From an optimization exercise on the open Yosys and OpenROAD flow, aimed at small area; shortcuts taken in it are not production practice.
Function was checked by simulation only, so behaviour that the tests miss may differ from the original.

Setup of rev 12:
## video_uut
module video_uut (
    input  wire         clk_i           , 
    input  wire         cen_i           , 
    input  wire         rst_i           , 
    input  wire         vid_sel_i       , 
    input  wire [23:0]  vid_rgb_i       , 
    input  wire [1:0]   vh_blank_i      , 
    input  wire [2:0]   dvh_sync_i      , 
    output wire [2:0]   dvh_sync_o      , 
    output wire [23:0]  vid_rgb_o         
);
localparam [3:0] C_BLACK  = 4'b0000;   
localparam [3:0] C_WHITE  = 4'b1111;   
localparam [3:0] C_MAZE   = 4'b0011;   
localparam [3:0] C_BLUE   = 4'b0001;   
localparam [3:0] C_ORANGE = 4'b1100;   
localparam [3:0] C_RED    = 4'b1000;   
localparam [3:0] C_GREEN  = 4'b0110;   
localparam [3:0] C_GBLUE  = 4'b0101;   
localparam [3:0] C_PINK   = 4'b1101;   
localparam [3:0] C_PURPLE = 4'b1001;   
localparam [3:0] C_YELLOW = 4'b1110;   
reg         HD, VD;
reg  [10:0] HCNT;      
reg  [10:0] VCNT;
wire HR = ~HD &  vh_blank_i[0];
  ...
clock: 13.0 ns
lec_check: 0
cap_margin: 20
core_margin: 2
core_utilization: 40
slew_margin: 20
standard.sh (not shown) runs the stock make flow with config.mk's settings and CLKGATE_MAP_FILE= SYNTH_SCRIPT=/design/flow/synth_recipe.tcl, a recipe that flattens the netlist after the stock synthesis.
==> flow/flow/run.sh <==
#!/bin/bash
# The standard layout (standard.sh) with buf_1 port buffers, a different clock
# tree (clkbuf_8 only,
# clusters of up to 20 sinks within 60 um, no dummy loads) and a different
# combinational mapping in
# synthesis, and timing-driven global placement that keeps none of its trial
# repairs (GPL_KEEP_OVERFLOW=0; the later repair steps fix what is needed).
# Synthesis:
#  - adders are left to ABC as plain logic (no full/half-adder cell
#    extraction, no Kogge-Stone carry network);
#  - ABC runs flow/deep.abc (deepsyn restructuring, then ABC's area-oriented
#    mapper amap) instead of ORFS's abc script.
# flow/synth.tcl is synth_recipe.tcl with an abc wrapper that swaps the script;
# registers, their names and cell types are those of the standard synthesis.
set -euo pipefail
export MY_ABC_SCRIPT="$PWD/flow/deep.abc"
bash standard.sh SYNTH_SCRIPT="$PWD/flow/synth.tcl" ADDER_MAP_FILE= SYNTH_OPERATIONS_ARGS=-nofsm GPL_KEEP_OVERFLOW=0 BUFFER_PORTS_ARGS="-buffer_cell sky130_fd_sc_hd__buf_1" CTS_ARGS="-sink_clustering_enable -repair_clock_nets -dont_use_dummy_load -sink_clustering_size 20 -sink_clustering_max_diameter 60 -buf_list {sky130_fd_sc_hd__clkbuf_8}" finish > make_finish.log 2>&1
==> flow/flow/deep.abc <==
strash
&get -n
&fraig -x
&deepsyn -T 100
&deepsyn -T 100
&put
strash
dch -f
amap -m -F 3 -A 10
strash
dch -f
amap -m -F 3 -A 10
==> flow/flow/synth.tcl <==
# synth_recipe.tcl with an abc wrapper: the ABC script is replaced by $MY_ABC_SCRIPT
proc synth {args} { yosys synth -nofsm -noshare {*}$args }
proc abc {args} {
  set out {}
  set skip 0
  foreach a $args {
    if {$skip} { set skip 0; continue }
    if {$a eq "-script"} { set skip 1; continue }
    lappend out $a
  }
  if {[info exists ::env(MY_ABC_SCRIPT)] && $::env(MY_ABC_SCRIPT) ne ""} {
    set out [linsert $out 0 -script $::env(MY_ABC_SCRIPT)]
  }
  yosys abc {*}$out
}
source $::env(SCRIPTS_DIR)/synth.tcl
# left out here: clear keep_hierarchy, flatten, clean up, hide names made inside functions, write 1_2_yosys.v
Inputs modified between rev 12 and rev 13:
--- a/flow/flow/run.sh
+++ b/flow/flow/run.sh
@@ -6,3 +6 @@
-# synthesis, and timing-driven global placement that keeps none of its trial
-# repairs (GPL_KEEP_OVERFLOW=0; the later repair steps fix what is needed).
-# Synthesis:
+# synthesis:
@@ -17 +15 @@
-bash standard.sh SYNTH_SCRIPT="$PWD/flow/synth.tcl" ADDER_MAP_FILE= SYNTH_OPERATIONS_ARGS=-nofsm GPL_KEEP_OVERFLOW=0 BUFFER_PORTS_ARGS="-buffer_cell sky130_fd_sc_hd__buf_1" CTS_ARGS="-sink_clustering_enable -repair_clock_nets -dont_use_dummy_load -sink_clustering_size 20 -sink_clustering_max_diameter 60 -buf_list {sky130_fd_sc_hd__clkbuf_8}" finish > make_finish.log 2>&1
+bash standard.sh SYNTH_SCRIPT="$PWD/flow/synth.tcl" ADDER_MAP_FILE= SYNTH_OPERATIONS_ARGS=-nofsm BUFFER_PORTS_ARGS="-buffer_cell sky130_fd_sc_hd__buf_1" CTS_ARGS="-sink_clustering_enable -repair_clock_nets -dont_use_dummy_load -sink_clustering_size 20 -sink_clustering_max_diameter 60 -buf_list {sky130_fd_sc_hd__clkbuf_8}" finish > make_finish.log 2>&1
Results
~same final hold slack in rev 12 and rev 13. Diff rev 13..rev 12 | share of final layout cell area taken by clock buffers and inverters | negligible. Via count of the first global-routing pass, rev 12 and rev 13: larger value in rev 13. Rev 13 ends up with a critical path depth that is about 3% higher than in rev 12.

## separate check: timing with driven ports
The flow's constraints put no driver on any port. The routed layouts listed below were extracted and timed again, unchanged, in two steps.
Step 1: set_driving_cell puts a clkbuf_16 on clk_i and a buf_2 on each other input, an assumption about the parent block.
Step 2 also shifts input and output timing later by t, the mid clock arrival at the registers, as if the neighbouring blocks saw the same clock.
a / b / c = no drivers / after step 1 / after step 2; a / b = the first two.
run	t (ns)	slack for setup (ns)	worst setup path at the end
rev 12	0.621	1.293 / 1.293 / 1.293	register to register
rev 13	0.617	1.161 / 1.161 / 1.161	register to register
After both steps setup and hold are still met in every run listed.
